Background: an optimization exercise with open tools, aiming at small area and a short achievable clock period. Do not read the settings as production practice.
The RTL was checked by simulation tests, not by an equivalence proof against the original design.
Power figures rest on the tool's default switching activity, not on a simulated workload.

// whac_core
module whac_core (
    input  wire        clk,
    input  wire        rst,         
    input  wire        pause,
    input  wire        ps2_clk,
    input  wire        ps2_data,
    output wire [11:0] x_pos,
    output wire [11:0] y_pos,
    output wire        left_btn,
    output wire        right_btn,
    output wire [11:0] mole_up,
    output wire        is_start,
    output wire [3:0]  level,
    output wire [2:0]  live,
    output wire [15:0] score,
    output wire [5:0]  note,
    output wire        beep
);
For scale: ~1700 cells after synthesis, ~210 flip-flops, about 74 I/O pins, about 14000 um2 of cells after synthesis.
Settings: LEC_CHECK=0, CAP_MARGIN=20, CORE_MARGIN=2, CORE_UTILIZATION=40, CTS_CLUSTER_DIAMETER=120, CTS_CLUSTER_SIZE=30, SLEW_MARGIN=20; clock period 80.0 ns.
standard.sh (not shown) runs the stock make flow with config.mk's settings and CLKGATE_MAP_FILE= SYNTH_SCRIPT=/design/flow/synth_recipe.tcl, a recipe that flattens the netlist after the stock synthesis.
==> flow/flow/run.sh <==
#!/bin/bash
set -euo pipefail
export BUFFER_PORTS_ARGS="-buffer_cell sky130_fd_sc_hd__buf_2"
bash standard.sh > standard.log 2>&1
The starting point completed with no timing, DRC or antenna violations.
Edit:
Settings changed: CTS_CLUSTER_DIAMETER 120 to 150, CTS_CLUSTER_SIZE 30 to 25.
Area after synthesis is unchanged.
Design area hardly moves.
Sequential power is about the same.
Critical path depth stays the same.
Wire length stays flat.
Via count stays flat.
Global-route usage barely changes.
Power rises slightly.


## raven
Another version of the RTL of whac_core (not shown whole).
Size: about 1600 cells after synthesis, about 200 flip-flops, about 74 I/O pins, roughly 12000 um2 of cells after synthesis.
export LEC_CHECK = 0
export ABC_AREA = 1
export CAP_MARGIN = 20
export CORE_MARGIN = 2
export CORE_UTILIZATION = 60
export CTS_CLUSTER_DIAMETER = 150
export CTS_CLUSTER_SIZE = 25
export PLACE_DENSITY = 0.7
export SLEW_MARGIN = 20
create_clock -name core_clock -period 80.0 [get_ports {clk}]
==> flow/flow/run.sh <==
#!/bin/bash
set -euo pipefail
rm -rf scripts_abc
cp -r "$FLOW_HOME/scripts" scripts_abc
printf 'strash\ndch\nmap -a\ntopo\nstrash\ndch\nmap -a\ntopo\n' > scripts_abc/abc_area.script
export SCRIPTS_DIR="$PWD/scripts_abc"
export BUFFER_PORTS_ARGS="-buffer_cell sky130_fd_sc_hd__buf_2"
export SETUP_SLACK_MARGIN=62.8
bash standard.sh > standard.log 2>&1
raven: full flow OK, the timing, design-rule and antenna checks passed
## Diff of input files: sierra against raven
==> flow/flow/run.sh <==
#!/bin/bash
set -euo pipefail
export BUFFER_PORTS_ARGS="-buffer_cell sky130_fd_sc_hd__buf_2"
export SETUP_SLACK_MARGIN=62.7
bash standard.sh > standard.log 2>&1
Notes after the runs:
[sierra] wire length of the first global-routing pass rose 3.1% relative to raven. The lower part of the total power dissipated in the clock network of raven and sierra is in sierra. For sierra, the combinational family with the most area after synthesis was simple AND/OR/NAND/NOR gates, unlike raven, where it was compound AO/OA/AOI/OAI gates. The data arrival time of the critical path of sierra is higher than that of raven. Area taken by flip-flops and latches essentially unchanged between sierra and raven. On total buffers and inverters traversed by the critical path, raven and sierra are basically level. The run with more routed wire is sierra, not raven. sierra ends up with lower clock power than raven does.


Starting RTL as in the previous note.
## whac_core
module whac_core (
    input  wire        clk,
    input  wire        rst,         
    input  wire        pause,
    input  wire        ps2_clk,
    input  wire        ps2_data,
    output wire [11:0] x_pos,
    output wire [11:0] y_pos,
    output wire        left_btn,
    output wire        right_btn,
    output wire [11:0] mole_up,
    output wire        is_start,
    output wire [3:0]  level,
    output wire [2:0]  live,
    output wire [15:0] score,
    output wire [5:0]  note,
    output wire        beep
);
    function [17:0] add;
        input [17:0] a, b;
        input ci;
        integer k;
        reg c;
        begin
            c = ci;
            for (k = 0; k < 18; k = k + 1) begin
                add[k] = a[k] ^ b[k] ^ c;
                c = (a[k] & b[k]) | (c & (a[k] ^ b[k]));
            end
        end
    endfunction
    function ge;
        input [17:0] a, b;
        integer k;
        reg c;
        begin
            c = 1'b1;
            for (k = 0; k < 18; k = k + 1)
                c = (a[k] & ~b[k]) | (c & (a[k] | ~b[k]));
            ge = c;
        end
    endfunction
    reg rst_q;
    always @(posedge clk) rst_q <= rst;
    function [10:0] db11;    
        input [10:0] q;
        db11 = {q[9:0], q[10] ^ q[8] ^ (q[9:0] == 10'd0)};
    endfunction
    function [7:0] db8;      
        input [7:0] q;
        db8 = {q[6:0], q[7] ^ q[5] ^ q[4] ^ q[3] ^ (q[6:0] == 7'd0)};
    endfunction
    function [3:0] db4;      
        input [3:0] q;
        db4 = {q[2:0], q[3] ^ q[2] ^ (q[2:0] == 3'd0)};
    endfunction
    localparam [10:0] DIV1 = 11'd1, DIV1023 = 11'd2032;
    localparam [3:0] BC10 = 4'd11;
    reg [1:0] sync;
    reg [3:0] bc;           
    reg [1:0] cnt;          
    reg [8:0] sh;           
    reg [7:0] bx;           
    reg [1:0] bb;           
    reg       upd;          
    wire fall = sync[1] & ~sync[0];
    wire last = (bc == BC10);
    wire done = fall & last;
    always @(posedge clk) begin
  ...
export LEC_CHECK = 0
export ABC_AREA = 1
export CAP_MARGIN = 20
export CORE_MARGIN = 2
export CORE_UTILIZATION = 60
export CTS_CLUSTER_DIAMETER = 150
export CTS_CLUSTER_SIZE = 25
export PLACE_DENSITY = 0.7
export SLEW_MARGIN = 20
create_clock -name core_clock -period 80.0 [get_ports {clk}]
==> flow/flow/run.sh <==
#!/bin/bash
set -euo pipefail
rm -rf scripts_abc
cp -r "$FLOW_HOME/scripts" scripts_abc
printf 'strash\ndch\nmap -a\ntopo\nstrash\ndch\nmap -a\ntopo\n' > scripts_abc/abc_area.script
export SCRIPTS_DIR="$PWD/scripts_abc"
export BUFFER_PORTS_ARGS="-buffer_cell sky130_fd_sc_hd__buf_1"
export SETUP_SLACK_MARGIN=62.8
bash standard.sh > standard.log 2>&1
The first run went through all stages and came out clean.
Rerun with:
==> flow/flow/run.sh (replaced) <==
#!/bin/bash
set -euo pipefail
export BUFFER_PORTS_ARGS="-buffer_cell sky130_fd_sc_hd__buf_2"
export SETUP_SLACK_MARGIN=62.8
bash standard.sh > standard.log 2>&1
Clock-buffer cell count does not change.
Combinational power climbs by a few percent.
Total power went down slightly.
Setup slack improved by 8.9 ps.
Utilization is lower by 1.8 points.
Critical path depth is unchanged.
Routed wire length rises by a few percent.
Fmax stays flat.

[afterwards: timing with drivers on the ports]
The flow's constraints put no driver on any port. The routed layouts listed below were extracted and timed again, unchanged, in two steps.
Step 1 assumes that a clkbuf_16 drives the clock port and a buf_2 every other input.
Step 2 moves the port delays by t, midway between the first and last clock arrival at a register: inputs arrive t later, outputs are due t later. That takes back most of the time a late clock gives input paths.
a / b / c = ideal / step 1 / step 2; a / b = the first two.
run | t (ns) | slack for setup (ns) | worst register clock-pin slew, ns
the first run of note 1 | 0.518 | 62.373 / 62.328 / 62.076 | 0.12 / 0.12
the second run of note 1 | 0.516 | 62.381 / 62.335 / 62.100 | 0.11 / 0.11
raven | 0.487 | 62.849 / 62.798 / 62.453 | 0.08 / 0.08
sierra | 0.483 | 62.788 / 62.740 / 62.488 | 0.08 / 0.08
the first run of note 3 | 0.493 | 62.837 / 62.786 / 62.474 | 0.09 / 0.09
the second run of note 3 | 0.481 | 62.846 / 62.798 / 62.481 | 0.08 / 0.08
After both steps every run listed still meets setup and hold. For raven, which loses most, drivers alone change the setup slack by -0.051 ns; drivers and shift together by -0.396 ns.
